This is an optimization exercise on Yosys and OpenROAD, whose aim is small area and a short achievable clock period, not a production implementation. The RTL was checked by simulation tests, not by an equivalence proof against the original design. Power is estimated from default activity; no workload was simulated.

## indigo
==> module Small_Alu, before the edit <==
module Small_Alu(x, y, swap, dxy, dyx, hx, hy);
  input [30:0] x, y;
  output swap;
  output [5:0] dxy, dyx;
  output hx, hy;
  wire [7:0] a = x[30:23] - y[30:23];
  wire [7:0] b = y[30:23] - x[30:23];
  assign swap = x < y;
  assign dxy = {|a[7:5], a[4:0]};
  assign dyx = {|b[7:5], b[4:0]};
  assign hx = |x[30:23];
  assign hy = |y[30:23];
endmodule
==> module Shift_Right, before the edit <==
module Shift_Right(d, m, outp);
  input [5:0] d;    
  input [23:0] m;
  output [26:0] outp;
  reg [25:0] al;
  reg st;
  always @(*) begin
    al = {m, 2'b00};
    st = 1'b0;
    if (d[5]) begin
      st = |m;
      al = 26'd0;
    end else begin
      if (d[4]) begin st = st | (|al[15:0]); al = al >> 16; end
      if (d[3]) begin st = st | (|al[7:0]);  al = al >> 8;  end
      if (d[2]) begin st = st | (|al[3:0]);  al = al >> 4;  end
      if (d[1]) begin st = st | (|al[1:0]);  al = al >> 2;  end
      if (d[0]) begin st = st | al[0];       al = al >> 1;  end
    end
  end
  assign outp = {al, st};
endmodule
==> module Floating_Point_Addition, before the edit <==
module Floating_Point_Addition(clk, reset, in_valid, x, y, out_valid, result, overflow);
input clk, reset;
input in_valid;
input [31:0] x, y;
output out_valid;
output [31:0] result;
output overflow;
reg [5:0] valid;
always @(posedge clk) begin
  if (!reset) valid <= 0;
  else valid <= {valid[4:0], in_valid};
end
assign out_valid = valid[5];
wire swap_w, hx_w, hy_w;
wire [5:0] dxy_w, dyx_w;
Small_Alu u_small_alu(.x(x[30:0]), .y(y[30:0]), .swap(swap_w), .dxy(dxy_w), .dyx(dyx_w),
  .hx(hx_w), .hy(hy_w));
reg [31:0] x0, y0;
reg swap0, hx0, hy0;
reg [5:0] dxy0, dyx0;
always @(posedge clk) begin
  x0 <= x; y0 <= y; swap0 <= swap_w; dxy0 <= dxy_w; dyx0 <= dyx_w; hx0 <= hx_w; hy0 <= hy_w;
end
wire [30:0] big, sml;
Mux_3 u_mux_3(.x(x0[30:0]), .y(y0[30:0]), .en(swap0), .out(big));
Mux_2 u_mux_2(.x(x0[30:0]), .y(y0[30:0]), .en(swap0), .out(sml));
wire hb = swap0 ? hy0 : hx0;
wire hs = swap0 ? hx0 : hy0;
wire [5:0] d = swap0 ? dyx0 : dxy0;
wire [23:0] ms = (hs | ~hb) ? {hs, sml[22:0]} : {sml[22:0], 1'b0};
wire [26:0] al_w;
Shift_Right u_shift_right(.d(d), .m(ms), .outp(al_w));
wire sx = &x0[30:23], sy = &y0[30:23];
wire sub_w = x0[31] ^ y0[31];
wire nan_w = (sx & (|x0[22:0])) | (sy & (|y0[22:0])) | (sx & sy & sub_w);
reg [23:0] mb1;
reg [26:0] ms1;
reg [7:0] eb1;
reg sign1, sub1, spec1, nan1;
always @(posedge clk) begin
  mb1 <= {hb, big[22:0]};
  ms1 <= al_w;
  eb1 <= {big[30:24], big[23] | ~hb};
  sign1 <= swap0 ? y0[31] : x0[31];
  sub1 <= sub_w;
  spec1 <= sx | sy;
  nan1 <= nan_w;
end
wire [27:0] sum_w;
Big_Alu u_big_alu(.sub(sub1), .a(mb1), .b(ms1), .outp(sum_w));
reg [27:0] s2;
reg [7:0] eb2;
reg sign2, sub2, spec2, nan2;
always @(posedge clk) begin
  s2 <= sum_w; eb2 <= eb1; sign2 <= sign1; sub2 <= sub1; spec2 <= spec1; nan2 <= nan1;
end
wire [4:0] sh_w;
wire zero_w;
Control u_control(.s(s2), .eb(eb2), .sh(sh_w), .zero(zero_w));
reg [27:0] s3;
reg [4:0] sh3;
reg [7:0] eb3;
reg sign3, spec3, nan3;
always @(posedge clk) begin
  s3 <= s2; sh3 <= sh_w; eb3 <= eb2; sign3 <= sign2 & ~(sub2 & zero_w); spec3 <= spec2; nan3 <= nan2;
end
wire [25:0] t_w;
wire [7:0] e_w;
Shift_Left_Right u_shift_left_right(.s(s3), .sh(sh3), .out(t_w));
Incre_Decre u_incre_decre(.eb(eb3), .sh(sh3), .e(e_w));
reg [25:0] t4;
reg [7:0] e4;
reg sign4, spec4, nan4;
always @(posedge clk) begin
  t4 <= t_w; e4 <= e_w; sign4 <= sign3; spec4 <= spec3; nan4 <= nan3;
end
wire [31:0] res_w;
wire ovf_w;
Rounding u_rounding(.sign(sign4), .t(t4), .e(e4), .spec(spec4), .nan(nan4),
  .result(res_w), .overflow(ovf_w));
reg [31:0] result;
reg overflow;
always @(posedge clk) begin
  result <= res_w;
  overflow <= ovf_w;
end
endmodule
Settings: LEC_CHECK=0, ABC_CLOCK_PERIOD_IN_PS=3500, CAP_MARGIN=20, CORE_MARGIN=2, CORE_UTILIZATION=40, CTS_CLUSTER_DIAMETER=60, CTS_CLUSTER_SIZE=40, SLEW_MARGIN=20; clock period 13.0 ns.
standard.sh (not shown) runs the stock make flow with config.mk's settings and CLKGATE_MAP_FILE= SYNTH_SCRIPT=/design/flow/synth_recipe.tcl, a recipe that flattens the netlist after the stock synthesis.
==> flow/flow/run.sh <==
#!/bin/bash
# Standard layout, with two changes to how it is optimised:
#  - the port buffers are buf_2 cells instead of the resizer's default pick
#  - repair_timing aims for a setup margin so that paths are sized for a
#    shorter period than the 13 ns constraint (the SDC is unchanged)
set -euo pipefail
export BUFFER_PORTS_ARGS="-buffer_cell sky130_fd_sc_hd__buf_2"
export SETUP_SLACK_MARGIN=9.4
bash standard.sh > standard.log 2>&1
Input changes introduced in ember (baseline for comparison: indigo):
==> flow/design.v, changed modules only <==
module Small_Alu(x, y, swap, dxy, eeq, hx, hy);
  input [30:0] x, y;
  output swap;
  output [7:0] dxy;
  output eeq;
  output hx, hy;
  assign dxy = x[30:23] - y[30:23];
  assign swap = x < y;
  assign eeq = x[30:23] == y[30:23];
  assign hx = |x[30:23];
  assign hy = |y[30:23];
endmodule
module Shift_Right(d, m, outp);
  input [5:0] d;    
  input [25:0] m;   
  output [26:0] outp;
  reg [25:0] al;
  reg st;
  always @(*) begin
    al = m;
    st = 1'b0;
    if (d[0]) begin st = st | al[0];         al = al >> 1;  end
    if (d[1]) begin st = st | (|al[1:0]);   al = al >> 2;  end
    if (d[2]) begin st = st | (|al[3:0]);   al = al >> 4;  end
    if (d[3]) begin st = st | (|al[7:0]);   al = al >> 8;  end
    if (d[4]) begin st = st | (|al[15:0]);  al = al >> 16; end
    if (d[5]) begin st = |m; al = 26'd0; end
  end
  assign outp = {al, st};
endmodule
module Floating_Point_Addition(clk, reset, in_valid, x, y, out_valid, result, overflow);
input clk, reset;
input in_valid;
input [31:0] x, y;
output out_valid;
output [31:0] result;
output overflow;
reg [5:0] valid;
always @(posedge clk) begin
  if (!reset) valid <= 0;
  else valid <= {valid[4:0], in_valid};
end
assign out_valid = valid[5];
wire swap_w, eeq_w, hx_w, hy_w;
wire [7:0] dxy_w;
Small_Alu u_small_alu(.x(x[30:0]), .y(y[30:0]), .swap(swap_w), .dxy(dxy_w), .eeq(eeq_w),
  .hx(hx_w), .hy(hy_w));
reg [31:0] x0, y0;
reg swap0, eeq0, hx0, hy0;
reg [7:0] dxy0;
always @(posedge clk) begin
  x0 <= x; y0 <= y; swap0 <= swap_w; dxy0 <= dxy_w; eeq0 <= eeq_w; hx0 <= hx_w; hy0 <= hy_w;
end
wire [30:0] big, sml;
Mux_3 u_mux_3(.x(x0[30:0]), .y(y0[30:0]), .en(swap0), .out(big));
Mux_2 u_mux_2(.x(x0[30:0]), .y(y0[30:0]), .en(swap0), .out(sml));
wire hb = swap0 ? hy0 : hx0;
wire hs = swap0 ? hx0 : hy0;
wire pre_r = swap0 & ~eeq0;
wire [7:0] dsel = dxy0 ^ {8{pre_r}};
wire [5:0] d = {|dsel[7:5], dsel[4:0]};
wire pre_l = hb & ~hs;
wire [25:0] ms = (pre_r & ~pre_l) ? {1'b0, hs, sml[22:0], 1'b0} :
                 (pre_l & ~pre_r) ? {sml[22:0], 3'b000} :
                                    {hs, sml[22:0], 2'b00};
wire [26:0] al_w;
Shift_Right u_shift_right(.d(d), .m(ms), .outp(al_w));
wire sx = &x0[30:23], sy = &y0[30:23];
wire sub_w = x0[31] ^ y0[31];
wire nan_w = (sx & (|x0[22:0])) | (sy & (|y0[22:0])) | (sx & sy & sub_w);
reg [23:0] mb1;
reg [26:0] ms1;
reg [7:0] eb1;
reg sign1, sub1, spec1, nan1;
always @(posedge clk) begin
  mb1 <= {hb, big[22:0]};
  ms1 <= al_w;
  eb1 <= {big[30:24], big[23] | ~hb};
  sign1 <= swap0 ? y0[31] : x0[31];
  sub1 <= sub_w;
  spec1 <= sx | sy;
  nan1 <= nan_w;
end
wire [27:0] sum_w;
Big_Alu u_big_alu(.sub(sub1), .a(mb1), .b(ms1), .outp(sum_w));
reg [27:0] s2;
reg [7:0] eb2;
reg sign2, sub2, spec2, nan2;
always @(posedge clk) begin
  s2 <= sum_w; eb2 <= eb1; sign2 <= sign1; sub2 <= sub1; spec2 <= spec1; nan2 <= nan1;
end
wire [4:0] sh_w;
wire zero_w;
Control u_control(.s(s2), .eb(eb2), .sh(sh_w), .zero(zero_w));
reg [27:0] s3;
reg [4:0] sh3;
reg [7:0] eb3;
reg sign3, spec3, nan3;
always @(posedge clk) begin
  s3 <= s2; sh3 <= sh_w; eb3 <= eb2; sign3 <= sign2 & ~(sub2 & zero_w); spec3 <= spec2; nan3 <= nan2;
end
wire [25:0] t_w;
wire [7:0] e_w;
Shift_Left_Right u_shift_left_right(.s(s3), .sh(sh3), .out(t_w));
Incre_Decre u_incre_decre(.eb(eb3), .sh(sh3), .e(e_w));
reg [25:0] t4;
reg [7:0] e4;
reg sign4, spec4, nan4;
always @(posedge clk) begin
  t4 <= t_w; e4 <= e_w; sign4 <= sign3; spec4 <= spec3; nan4 <= nan3;
end
wire [31:0] res_w;
wire ovf_w;
Rounding u_rounding(.sign(sign4), .t(t4), .e(e4), .spec(spec4), .nan(nan4),
  .result(res_w), .overflow(ovf_w));
reg [31:0] result;
reg overflow;
always @(posedge clk) begin
  result <= res_w;
  overflow <= ovf_w;
end
endmodule
## What came out
Going from indigo to ember, the pin count of the biggest net entering global routing was found to have gone up by 23.
For indigo, the top metal layer carrying routed signals was met4, unlike ember, where it was met5.
Delta (ember minus indigo): cell count of the worst reg-to-reg path lost 2; combinational cell fraction of total power picked up an extra 4.2 points; global-route wire length before repair picked up an extra 4.9 mm; setup slack lost 0.17 ns.
Total clock sinks ends up lower on ember.
Looking at clock network area share, ember sits 0.78 points below indigo.
Taking indigo over ember, the routed via count ratio works out to 0.938.
Looking at power per cell area, ember sits about 1.1% lower than indigo does.
Looking only at number of global-route vias before repair, and setting everything else aside, the lower value of indigo and ember goes to indigo.
Compared with indigo, ember ends up with a larger final cell area.
Synthesized cell count came out higher on ember than on indigo.
Between indigo and ember, synthesized area is higher for ember, indigo comes in under that.
Compared with indigo, ember shows a higher fill cell total of the finished layout.

========
The RTL this note starts from:
==> flow/design.v <==
module Small_Alu(x, y, swap, dxy, eeq, hx, hy);
  input [30:0] x, y;
  output swap;
  output [7:0] dxy;
  output eeq;
  output hx, hy;
  assign dxy = x[30:23] - y[30:23];
  assign swap = x < y;
  assign eeq = x[30:23] == y[30:23];
  assign hx = |x[30:23];
  assign hy = |y[30:23];
endmodule
module Mux_2(x, y, en, out);
  input [30:0] x, y;
  input en;
  output [30:0] out;
  assign out = en ? x : y;
endmodule
module Mux_3(x, y, en, out);
  input [30:0] x, y;
  input en;
  output [30:0] out;
  assign out = en ? y : x;
endmodule
module Shift_Right(d, m, outp);
  input [5:0] d;    
  input [25:0] m;   
  output [26:0] outp;
  reg [25:0] al;
  reg st;
  always @(*) begin
    al = m;
    st = 1'b0;
    if (d[0]) begin st = st | al[0];         al = al >> 1;  end
    if (d[1]) begin st = st | (|al[1:0]);   al = al >> 2;  end
    if (d[2]) begin st = st | (|al[3:0]);   al = al >> 4;  end
    if (d[3]) begin st = st | (|al[7:0]);   al = al >> 8;  end
    if (d[4]) begin st = st | (|al[15:0]);  al = al >> 16; end
    if (d[5]) begin st = |m; al = 26'd0; end
  end
  assign outp = {al, st};
endmodule
module Big_Alu(sub, a, b, outp);
  input sub;
  input [23:0] a;
  input [26:0] b;
  output [27:0] outp;
  wire [26:0] A = {a, 3'b000};
  wire [26:0] B = b ^ {27{sub}};
  reg [27:0] g, p;
  reg [27:0] G, P;
  integer i, k;
  always @(*) begin
    g[0] = sub; p[0] = 1'b0;
    for (i = 0; i < 27; i = i + 1) begin
      g[i+1] = A[i] & B[i];
      p[i+1] = A[i] ^ B[i];
    end
    G = g; P = p;
    for (k = 1; k < 28; k = k * 2)
      for (i = 2*k - 1; i < 28; i = i + 2*k) begin
        G[i] = G[i] | (P[i] & G[i-k]);
        P[i] = P[i] & P[i-k];
      end
    for (k = 8; k >= 1; k = k / 2)
      for (i = 3*k - 1; i < 28; i = i + 2*k) begin
        G[i] = G[i] | (P[i] & G[i-k]);
        P[i] = P[i] & P[i-k];
      end
  end
  wire [26:0] s = p[27:1] ^ G[26:0];
  wire cout = g[27] | (p[27] & G[26]);
  assign outp = {cout ^ sub, s};
endmodule
module Control(s, eb, sh, zero);
  input [27:0] s;
  input [7:0] eb;
  output [4:0] sh;
  output zero;
  reg [4:0] lz;
  reg found;
  integer i;
  always @(*) begin
    lz = 5'd28;
    found = 1'b0;
    for (i = 27; i >= 0; i = i - 1)
      if (!found && s[i]) begin
        lz = 27 - i;
        found = 1'b1;
      end
  end
  assign zero = ~|s;
  assign sh = ({3'd0, lz} < eb) ? lz : eb[4:0];
endmodule
module Incre_Decre(eb, sh, e);
  input [7:0] eb;
  input [4:0] sh;
  output [7:0] e;
  assign e = eb + 8'd1 - {3'd0, sh};
endmodule
module Shift_Left_Right(s, sh, out);
  input [27:0] s;
  input [4:0] sh;
  output [25:0] out;
  wire [27:0] t = s << sh;
  assign out = {t[27:3], |t[2:0]};
endmodule
module Rounding(sign, t, e, spec, nan, result, overflow);
  input sign;
  input [25:0] t;        
  input [7:0] e;
  input spec, nan;
  output [31:0] result;
  output overflow;
  wire up = t[1] & (t[2] | t[0]);
  wire [31:0] pk = {1'b0, (t[25] ? e : 8'd0), t[24:2]} + {31'd0, up};
  wire ovf = pk[31] | (&pk[30:23]);
  assign overflow = ~spec & ovf;
  assign result = spec ? (nan ? 32'h7fc00000 : {sign, 8'hff, 23'd0}) :
                  ovf ? {sign, 8'hff, 23'd0} : {sign, pk[30:0]};
endmodule
module Floating_Point_Addition(clk, reset, in_valid, x, y, out_valid, result, overflow);
input clk, reset;
input in_valid;
input [31:0] x, y;
output out_valid;
output [31:0] result;
output overflow;
reg [5:0] valid;
always @(posedge clk) begin
  if (!reset) valid <= 0;
  else valid <= {valid[4:0], in_valid};
end
assign out_valid = valid[5];
wire swap_w, eeq_w, hx_w, hy_w;
wire [7:0] dxy_w;
Small_Alu u_small_alu(.x(x[30:0]), .y(y[30:0]), .swap(swap_w), .dxy(dxy_w), .eeq(eeq_w),
  .hx(hx_w), .hy(hy_w));
reg [31:0] x0, y0;
reg swap0, eeq0, hx0, hy0;
reg [7:0] dxy0;
always @(posedge clk) begin
  x0 <= x; y0 <= y; swap0 <= swap_w; dxy0 <= dxy_w; eeq0 <= eeq_w; hx0 <= hx_w; hy0 <= hy_w;
end
wire [30:0] big, sml;
Mux_3 u_mux_3(.x(x0[30:0]), .y(y0[30:0]), .en(swap0), .out(big));
Mux_2 u_mux_2(.x(x0[30:0]), .y(y0[30:0]), .en(swap0), .out(sml));
wire hb = swap0 ? hy0 : hx0;
wire hs = swap0 ? hx0 : hy0;
wire pre_r = swap0 & ~eeq0;
wire [7:0] dsel = dxy0 ^ {8{pre_r}};
wire [5:0] d = {|dsel[7:5], dsel[4:0]};
wire pre_l = hb & ~hs;
wire [25:0] ms = (pre_r & ~pre_l) ? {1'b0, hs, sml[22:0], 1'b0} :
                 (pre_l & ~pre_r) ? {sml[22:0], 3'b000} :
                                    {hs, sml[22:0], 2'b00};
wire [26:0] al_w;
Shift_Right u_shift_right(.d(d), .m(ms), .outp(al_w));
wire sx = &x0[30:23], sy = &y0[30:23];
wire sub_w = x0[31] ^ y0[31];
wire nan_w = (sx & (|x0[22:0])) | (sy & (|y0[22:0])) | (sx & sy & sub_w);
reg [23:0] mb1;
reg [26:0] ms1;
reg [7:0] eb1;
reg sign1, sub1, spec1, nan1;
always @(posedge clk) begin
  mb1 <= {hb, big[22:0]};
  ms1 <= al_w;
  eb1 <= {big[30:24], big[23] | ~hb};
  sign1 <= swap0 ? y0[31] : x0[31];
  sub1 <= sub_w;
  spec1 <= sx | sy;
  nan1 <= nan_w;
end
wire [27:0] sum_w;
Big_Alu u_big_alu(.sub(sub1), .a(mb1), .b(ms1), .outp(sum_w));
reg [27:0] s2;
reg [7:0] eb2;
reg sign2, sub2, spec2, nan2;
always @(posedge clk) begin
  s2 <= sum_w; eb2 <= eb1; sign2 <= sign1; sub2 <= sub1; spec2 <= spec1; nan2 <= nan1;
end
wire [4:0] sh_w;
wire zero_w;
Control u_control(.s(s2), .eb(eb2), .sh(sh_w), .zero(zero_w));
reg [27:0] s3;
reg [4:0] sh3;
reg [7:0] eb3;
reg sign3, spec3, nan3;
always @(posedge clk) begin
  s3 <= s2; sh3 <= sh_w; eb3 <= eb2; sign3 <= sign2 & ~(sub2 & zero_w); spec3 <= spec2; nan3 <= nan2;
end
wire [25:0] t_w;
wire [7:0] e_w;
Shift_Left_Right u_shift_left_right(.s(s3), .sh(sh3), .out(t_w));
Incre_Decre u_incre_decre(.eb(eb3), .sh(sh3), .e(e_w));
reg [25:0] t4;
reg [7:0] e4;
reg sign4, spec4, nan4;
always @(posedge clk) begin
  t4 <= t_w; e4 <= e_w; sign4 <= sign3; spec4 <= spec3; nan4 <= nan3;
end
wire [31:0] res_w;
wire ovf_w;
Rounding u_rounding(.sign(sign4), .t(t4), .e(e4), .spec(spec4), .nan(nan4),
  .result(res_w), .overflow(ovf_w));
reg [31:0] result;
reg overflow;
always @(posedge clk) begin
  result <= res_w;
  overflow <= ovf_w;
end
endmodule
clock: 13.0 ns
lec_check: 0
abc_area: 1
cap_margin: 20
core_margin: 2
core_utilization: 40
cts_cluster_diameter: 60
cts_cluster_size: 40
slew_margin: 20
Scripts as last shown in full above: flow/flow/run.sh
Edit:
--- a/flow/design.v
+++ b/flow/design.v
@@ -1,11 +1,12 @@
-module Small_Alu(x, y, swap, dxy, eeq, hx, hy);
+module Small_Alu(x, y, swap, dxy, dyx, hx, hy);
   input [30:0] x, y;
   output swap;
-  output [7:0] dxy;
-  output eeq;
+  output [5:0] dxy, dyx;
   output hx, hy;
-  assign dxy = x[30:23] - y[30:23];
+  wire [7:0] a = x[30:23] - y[30:23];
+  wire [7:0] b = y[30:23] - x[30:23];
   assign swap = x < y;
-  assign eeq = x[30:23] == y[30:23];
+  assign dxy = {|a[7:5], a[4:0]};
+  assign dyx = {|b[7:5], b[4:0]};
   assign hx = |x[30:23];
   assign hy = |y[30:23];
@@ -25,17 +26,21 @@
 module Shift_Right(d, m, outp);
   input [5:0] d;    
-  input [25:0] m;   
+  input [23:0] m;
   output [26:0] outp;
   reg [25:0] al;
   reg st;
   always @(*) begin
-    al = m;
+    al = {m, 2'b00};
     st = 1'b0;
-    if (d[0]) begin st = st | al[0];         al = al >> 1;  end
-    if (d[1]) begin st = st | (|al[1:0]);   al = al >> 2;  end
-    if (d[2]) begin st = st | (|al[3:0]);   al = al >> 4;  end
-    if (d[3]) begin st = st | (|al[7:0]);   al = al >> 8;  end
-    if (d[4]) begin st = st | (|al[15:0]);  al = al >> 16; end
-    if (d[5]) begin st = |m; al = 26'd0; end
+    if (d[5]) begin
+      st = |m;
+      al = 26'd0;
+    end else begin
+      if (d[4]) begin st = st | (|al[15:0]); al = al >> 16; end
+      if (d[3]) begin st = st | (|al[7:0]);  al = al >> 8;  end
+      if (d[2]) begin st = st | (|al[3:0]);  al = al >> 4;  end
+      if (d[1]) begin st = st | (|al[1:0]);  al = al >> 2;  end
+      if (d[0]) begin st = st | al[0];       al = al >> 1;  end
+    end
   end
   assign outp = {al, st};
@@ -133,13 +138,13 @@
 end
 assign out_valid = valid[5];
-wire swap_w, eeq_w, hx_w, hy_w;
-wire [7:0] dxy_w;
-Small_Alu u_small_alu(.x(x[30:0]), .y(y[30:0]), .swap(swap_w), .dxy(dxy_w), .eeq(eeq_w),
+wire swap_w, hx_w, hy_w;
+wire [5:0] dxy_w, dyx_w;
+Small_Alu u_small_alu(.x(x[30:0]), .y(y[30:0]), .swap(swap_w), .dxy(dxy_w), .dyx(dyx_w),
   .hx(hx_w), .hy(hy_w));
 reg [31:0] x0, y0;
-reg swap0, eeq0, hx0, hy0;
-reg [7:0] dxy0;
-always @(posedge clk) begin
-  x0 <= x; y0 <= y; swap0 <= swap_w; dxy0 <= dxy_w; eeq0 <= eeq_w; hx0 <= hx_w; hy0 <= hy_w;
+reg swap0, hx0, hy0;
+reg [5:0] dxy0, dyx0;
+always @(posedge clk) begin
+  x0 <= x; y0 <= y; swap0 <= swap_w; dxy0 <= dxy_w; dyx0 <= dyx_w; hx0 <= hx_w; hy0 <= hy_w;
 end
 wire [30:0] big, sml;
@@ -148,11 +153,6 @@
 wire hb = swap0 ? hy0 : hx0;
 wire hs = swap0 ? hx0 : hy0;
-wire pre_r = swap0 & ~eeq0;
-wire [7:0] dsel = dxy0 ^ {8{pre_r}};
-wire [5:0] d = {|dsel[7:5], dsel[4:0]};
-wire pre_l = hb & ~hs;
-wire [25:0] ms = (pre_r & ~pre_l) ? {1'b0, hs, sml[22:0], 1'b0} :
-                 (pre_l & ~pre_r) ? {sml[22:0], 3'b000} :
-                                    {hs, sml[22:0], 2'b00};
+wire [5:0] d = swap0 ? dyx0 : dxy0;
+wire [23:0] ms = (hs | ~hb) ? {hs, sml[22:0]} : {sml[22:0], 1'b0};
 wire [26:0] al_w;
 Shift_Right u_shift_right(.d(d), .m(ms), .outp(al_w));
Sequential power increases by about 3%.
First-iteration DRC count went down by 47%.
Combinational power goes down by about 9%.
Total power hardly moves.
Cell count went down by 2.6%.

[re-timing with driven ports]
The flow's constraints put no driver on any port. The routed layouts listed below were extracted and timed again, unchanged, in two steps. Step 1 assumes that a clkbuf_16 drives the clock port and a buf_2 every other input. Step 2 times the ports against the registers' clock, not the clock port: input delays grow and output delays shrink by t, the midpoint of the rising clock arrivals with the driver on. Slacks: ideal ports / drivers / drivers and shift; pairs: ideal ports / drivers.
run	shift t [ns]	setup slack, ns	hold WS [ns]	clock arrival spread, ns	pins driven straight from the clock port
indigo	0.609	9.366 / 9.346 / 8.783	0.329 / 0.329 / 0.329	0.020 / 0.019	1
ember	0.595	9.197 / 9.205 / 8.610	0.331 / 0.331 / 0.331	0.031 / 0.030	1
the first run of note 2	0.579	9.427 / 9.369 / 8.900	0.327 / 0.327 / 0.327	0.023 / 0.023	1
the second run of note 2	0.625	9.392 / 9.339 / 8.827	0.329 / 0.329 / 0.329	0.018 / 0.018	1
After both steps every run listed still meets setup and hold. For ember, which loses most, drivers alone change the setup slack by +0.008 ns; drivers and shift together by -0.587 ns.
